This is an optimization exercise on Yosys and OpenROAD, whose aim is small area, not a production implementation. In this exercise RTL edits were held to simulation tests only and were not proved equivalent to the original. The flow treats the clock pin as an ideal source, which a real chip does not have. No activity file was given, so power comes from the tool's default toggle rates.

ember:
==> flow/design.v (excerpt) <==
module UltrasoundDME(
    input   clk,
    input   rst,                         
    input   start,
    input   receive,
    output  reg signal_1,
    output  reg signal_2,
    output  reg [6:0] a_to_g,
    output  dot,
    output  [3:0] led_bits,
    output  receive_detect,
    output  start_detect,
    output  flag_square_detect,
    output  flag_button_detect
    );
Size: ~22 I/O pins, ~0.0028 sq mm of cells after synthesis.
Settings: LEC_CHECK=0, CAP_MARGIN=0, CORE_MARGIN=2, CORE_UTILIZATION=75, PLACE_DENSITY=0.92, SLEW_MARGIN=0; clock period 100.0 ns.
standard.sh (not shown) runs the stock make flow with config.mk's settings and CLKGATE_MAP_FILE= SYNTH_SCRIPT=/design/flow/synth_recipe.tcl, a recipe that flattens the netlist after the stock synthesis.
==> flow/flow/run.sh <==
#!/bin/bash
# Layout flow: the standard flow (standard.sh) with these changes.
#  1. Synthesis is the standard flow's synthesis script, except that Yosys's abc call maps the
#     logic with an area-oriented ABC script instead of ORFS's delay-oriented one.
#     Synthesis is tried once with each flow/abc*.abc script (in synth_*/), and the
#     script giving the least cell area is used for the layout. Every other synthesis step is unchanged, so the registers,
#     their names and their cells are those of the standard synthesis.
#  2. Port buffers are sky130_fd_sc_hd__buf_1 cells.
#  3. Clock tree synthesis runs with the arguments in flow/cts_args (clkbuf_4 cells,
#     no dummy loads); flow/post_cts.tcl then makes any clock buffer with a slow
#     output slew a clkbuf_8.
# Each tool's output goes to a log file in this folder (and ORFS's own logs under
# orfs/logs and synth_*/logs).
set -euo pipefail
W=$(pwd)
F=$W/flow
SD=$FLOW_HOME/scripts
RES=orfs/results/$FLOW_PLATFORM/UltrasoundDME/base
grep -q 'WORK_HOME=[^ ]*/orfs ' "$W/standard.sh"
grep -q 'SYNTH_SCRIPT=[^ ]*synth_recipe.tcl' "$W/standard.sh"

best=""; best_area=""
for abc in "$F"/abc*.abc; do
    n=$(basename "$abc" .abc)
    sed 's#log_cmd abc {\*}\$abc_args#log_cmd abc -script '"$abc"' {*}$lib_args {*}$lib_dont_use_args#' \
        "$SD/synth.tcl" > "$W/synth_$n.tcl"
    grep -q "$abc" "$W/synth_$n.tcl"
    sed 's#source \$::env(SCRIPTS_DIR)/synth.tcl#source '"$W/synth_$n.tcl"'#' \
        "$W/synth_recipe.tcl" > "$W/flow_synth_$n.tcl"
    grep -q "synth_$n.tcl" "$W/flow_synth_$n.tcl"
    sed -e 's#SYNTH_SCRIPT=[^ ]*synth_recipe.tcl#SYNTH_SCRIPT='"$W/flow_synth_$n.tcl"'#' \
        -e 's#WORK_HOME=[^ ]*/orfs #WORK_HOME='"$W/synth_$n"' #' "$W/standard.sh" > "$W/standard_$n.sh"
    if bash "$W/standard_$n.sh" synth > "$W/synth_$n.log" 2>&1; then
        a=$(grep 'Chip area for module' "$W/synth_$n/reports/$FLOW_PLATFORM/UltrasoundDME/base/synth_stat.txt" \
            | tail -n 1 | awk '{print $NF}')
        echo "synthesis with $n: area $a" | tee -a "$W/synth_choice.log"
        if [[ -z "$best" ]] || awk -v a="$a" -v b="$best_area" 'BEGIN{exit !(a < b)}'; then
            best=$n; best_area=$a
        fi
    else
        echo "synthesis with $n failed" | tee -a "$W/synth_choice.log"
    fi
done
test -n "$best"
echo "kept: $best" | tee -a "$W/synth_choice.log"

# the layout: standard.sh with the kept synthesis script
sed 's#SYNTH_SCRIPT=[^ ]*synth_recipe.tcl#SYNTH_SCRIPT='"$W/flow_synth_$best.tcl"'#' "$W/standard.sh" > "$W/flow_standard.sh"
grep -q "flow_synth_$best.tcl" "$W/flow_standard.sh"
export BUFFER_PORTS_ARGS="-buffer_cell sky130_fd_sc_hd__buf_1"
export CTS_ARGS="$(cat "$F/cts_args")"
export POST_CTS_TCL="$F/post_cts.tcl"
bash "$W/flow_standard.sh" > "$W/layout.log" 2>&1
test -s "$W/out/final.def"
Other scripts of this flow, unchanged in this note and not shown: flow/flow/abc1.abc, flow/flow/abc2.abc, flow/flow/abc3.abc, flow/flow/cts_args, flow/flow/post_cts.tcl
ember: no failed stages, no open violations at the end
Edits applied to the flow inputs when going from ember to violet:
Settings: changing CAP_MARGIN from 0 to 20; changing SLEW_MARGIN from 0 to 20.
-- flow/flow/run.sh --
<<< ember, line 6
#     script giving the least cell area is used for the layout. Every other synthesis step is unchanged, so the registers,
#     their names and their cells are those of the standard synthesis.
#  2. Port buffers are sky130_fd_sc_hd__buf_1 cells.
#  3. Clock tree synthesis runs with the arguments in flow/cts_args (clkbuf_4 cells,
>>> violet, line 6
#     script giving the least cell area is used for the layout. Every other synthesis step is unchanged, so the registers,
#     their names and their cells are those of the standard synthesis.
#     Synthesis also skips ORFS's full/half adder extraction (ADDER_MAP_FILE empty):
#     the design has no adders, and ABC maps those few gates in less area.
#  2. Port buffers are sky130_fd_sc_hd__buf_1 cells.
#  3. Clock tree synthesis runs with the arguments in flow/cts_args (clkbuf_4 cells,
<<< ember, line 31
    sed -e 's#SYNTH_SCRIPT=[^ ]*synth_recipe.tcl#SYNTH_SCRIPT='"$W/flow_synth_$n.tcl"'#' \
        -e 's#WORK_HOME=[^ ]*/orfs #WORK_HOME='"$W/synth_$n"' #' "$W/standard.sh" > "$W/standard_$n.sh"
    if bash "$W/standard_$n.sh" synth > "$W/synth_$n.log" 2>&1; then
        a=$(grep 'Chip area for module' "$W/synth_$n/reports/$FLOW_PLATFORM/UltrasoundDME/base/synth_stat.txt" \
            | tail -n 1 | awk '{print $NF}')
>>> violet, line 33
    sed -e 's#SYNTH_SCRIPT=[^ ]*synth_recipe.tcl#SYNTH_SCRIPT='"$W/flow_synth_$n.tcl"'#' \
        -e 's#WORK_HOME=[^ ]*/orfs #WORK_HOME='"$W/synth_$n"' #' "$W/standard.sh" > "$W/standard_$n.sh"
    if bash "$W/standard_$n.sh" ADDER_MAP_FILE= synth > "$W/synth_$n.log" 2>&1; then
        a=$(grep 'Chip area for module' "$W/synth_$n/reports/$FLOW_PLATFORM/UltrasoundDME/base/synth_stat.txt" \
            | tail -n 1 | awk '{print $NF}')
<<< ember, line 51
export CTS_ARGS="$(cat "$F/cts_args")"
export POST_CTS_TCL="$F/post_cts.tcl"
bash "$W/flow_standard.sh" > "$W/layout.log" 2>&1
test -s "$W/out/final.def"
>>> violet, line 53
export CTS_ARGS="$(cat "$F/cts_args")"
export POST_CTS_TCL="$F/post_cts.tcl"
bash "$W/flow_standard.sh" ADDER_MAP_FILE= finish > "$W/layout.log" 2>&1
test -s "$W/out/final.def"
==> comparison <==
violet vs. ember: portion of total power attributed to the clock network picked up an extra 0.7 points; worst slew margin relative to its limit increased 4.2 points; cell area was more or less identical.
Diff ember -> violet: number of detailed-route iterations in the first pass ~0 delta; worst-case setup margin in the final layout +0.0098 ns; routed wire length +4.0%.
--- input diff violet..sierra ---
Settings: setting GPL_TIMING_DRIVEN to 0 for the first time.
-- flow/flow/run.sh --
<<< violet, line 6
#     script giving the least cell area is used for the layout. Every other synthesis step is unchanged, so the registers,
#     their names and their cells are those of the standard synthesis.
#     Synthesis also skips ORFS's full/half adder extraction (ADDER_MAP_FILE empty):
#     the design has no adders, and ABC maps those few gates in less area.
#  2. Port buffers are sky130_fd_sc_hd__buf_1 cells.
#  3. Clock tree synthesis runs with the arguments in flow/cts_args (clkbuf_4 cells,
>>> sierra, line 6
#     script giving the least cell area is used for the layout. Every other synthesis step is unchanged, so the registers,
#     their names and their cells are those of the standard synthesis.
#  2. Port buffers are sky130_fd_sc_hd__buf_1 cells.
#  3. Clock tree synthesis runs with the arguments in flow/cts_args (clkbuf_4 cells,
<<< violet, line 33
    sed -e 's#SYNTH_SCRIPT=[^ ]*synth_recipe.tcl#SYNTH_SCRIPT='"$W/flow_synth_$n.tcl"'#' \
        -e 's#WORK_HOME=[^ ]*/orfs #WORK_HOME='"$W/synth_$n"' #' "$W/standard.sh" > "$W/standard_$n.sh"
    if bash "$W/standard_$n.sh" ADDER_MAP_FILE= synth > "$W/synth_$n.log" 2>&1; then
        a=$(grep 'Chip area for module' "$W/synth_$n/reports/$FLOW_PLATFORM/UltrasoundDME/base/synth_stat.txt" \
            | tail -n 1 | awk '{print $NF}')
>>> sierra, line 31
    sed -e 's#SYNTH_SCRIPT=[^ ]*synth_recipe.tcl#SYNTH_SCRIPT='"$W/flow_synth_$n.tcl"'#' \
        -e 's#WORK_HOME=[^ ]*/orfs #WORK_HOME='"$W/synth_$n"' #' "$W/standard.sh" > "$W/standard_$n.sh"
    if bash "$W/standard_$n.sh" synth > "$W/synth_$n.log" 2>&1; then
        a=$(grep 'Chip area for module' "$W/synth_$n/reports/$FLOW_PLATFORM/UltrasoundDME/base/synth_stat.txt" \
            | tail -n 1 | awk '{print $NF}')
<<< violet, line 53
export CTS_ARGS="$(cat "$F/cts_args")"
export POST_CTS_TCL="$F/post_cts.tcl"
bash "$W/flow_standard.sh" ADDER_MAP_FILE= finish > "$W/layout.log" 2>&1
test -s "$W/out/final.def"
>>> sierra, line 51
export CTS_ARGS="$(cat "$F/cts_args")"
export POST_CTS_TCL="$F/post_cts.tcl"
bash "$W/flow_standard.sh" > "$W/layout.log" 2>&1
test -s "$W/out/final.def"
==> summary.txt <==
violet and sierra ended up with nearly the same achievable clock frequency. Compared sierra against violet; share of the synthesized netlist area taken by xor and xnor gates within noise. Die: sierra bigger than violet. sierra and violet ended up with roughly the same internal portion of total power. Per the comparison of sierra with violet, half-perimeter wire length after placement went down about 1.1%, post-synthesis area per instance went up 0.49%, total power held, aggregate routed wire length held, net switching power went down 1.2%. Of violet and sierra, violet shows the higher fraction of the yosys area taken by sequential cells, with sierra below it. Compared with violet, sierra shows a higher cell area after synthesis.
[inputs] cedar vs sierra
Settings: removing GPL_TIMING_DRIVEN (formerly 0).
## What came out
- Total met3 wirelength after detailed routing grows by more than 10% when moving from sierra to cedar.
- cedar against sierra: post-route cell area level, proportion of power drawn by combinational gates level, count of buffer and inverter cells on the critical path moved down, clock period minus final worst setup slack moved down, number of vias in the routed layout moved up.

-- afterwards: timing with drivers on the ports --
How much do the figures lean on ideal ports? The routed layouts below were timed once more, with nothing changed but the port constraints.
Step 1 sets driving cells, clkbuf_16 on the clock port and buf_2 on the other inputs (assumed; they add their load-dependent delay and slew).
Step 2 times the ports against the registers' clock, not the clock port: input delays grow and output delays shrink by t, the midpoint of the rising clock arrivals with the driver on.
Slacks: ideal / step 1 / step 2; pairs: ideal / step 1.
| run | shift t [ns] | slack for setup (ns) | clock arrival spread, ns |
|---|---|---|---|
| ember | 0.370 | 59.764 / 59.741 / 59.741 | 0.031 / 0.031 |
| violet | 0.373 | 59.774 / 59.752 / 59.752 | 0.037 / 0.038 |
| sierra | 0.363 | 59.663 / 59.639 / 59.639 | 0.027 / 0.027 |
| cedar | 0.370 | 59.764 / 59.741 / 59.741 | 0.031 / 0.031 |
After both steps every run listed still meets setup and hold. For sierra, which loses most, drivers alone change the setup slack by -0.024 ns; drivers and shift together by -0.024 ns.
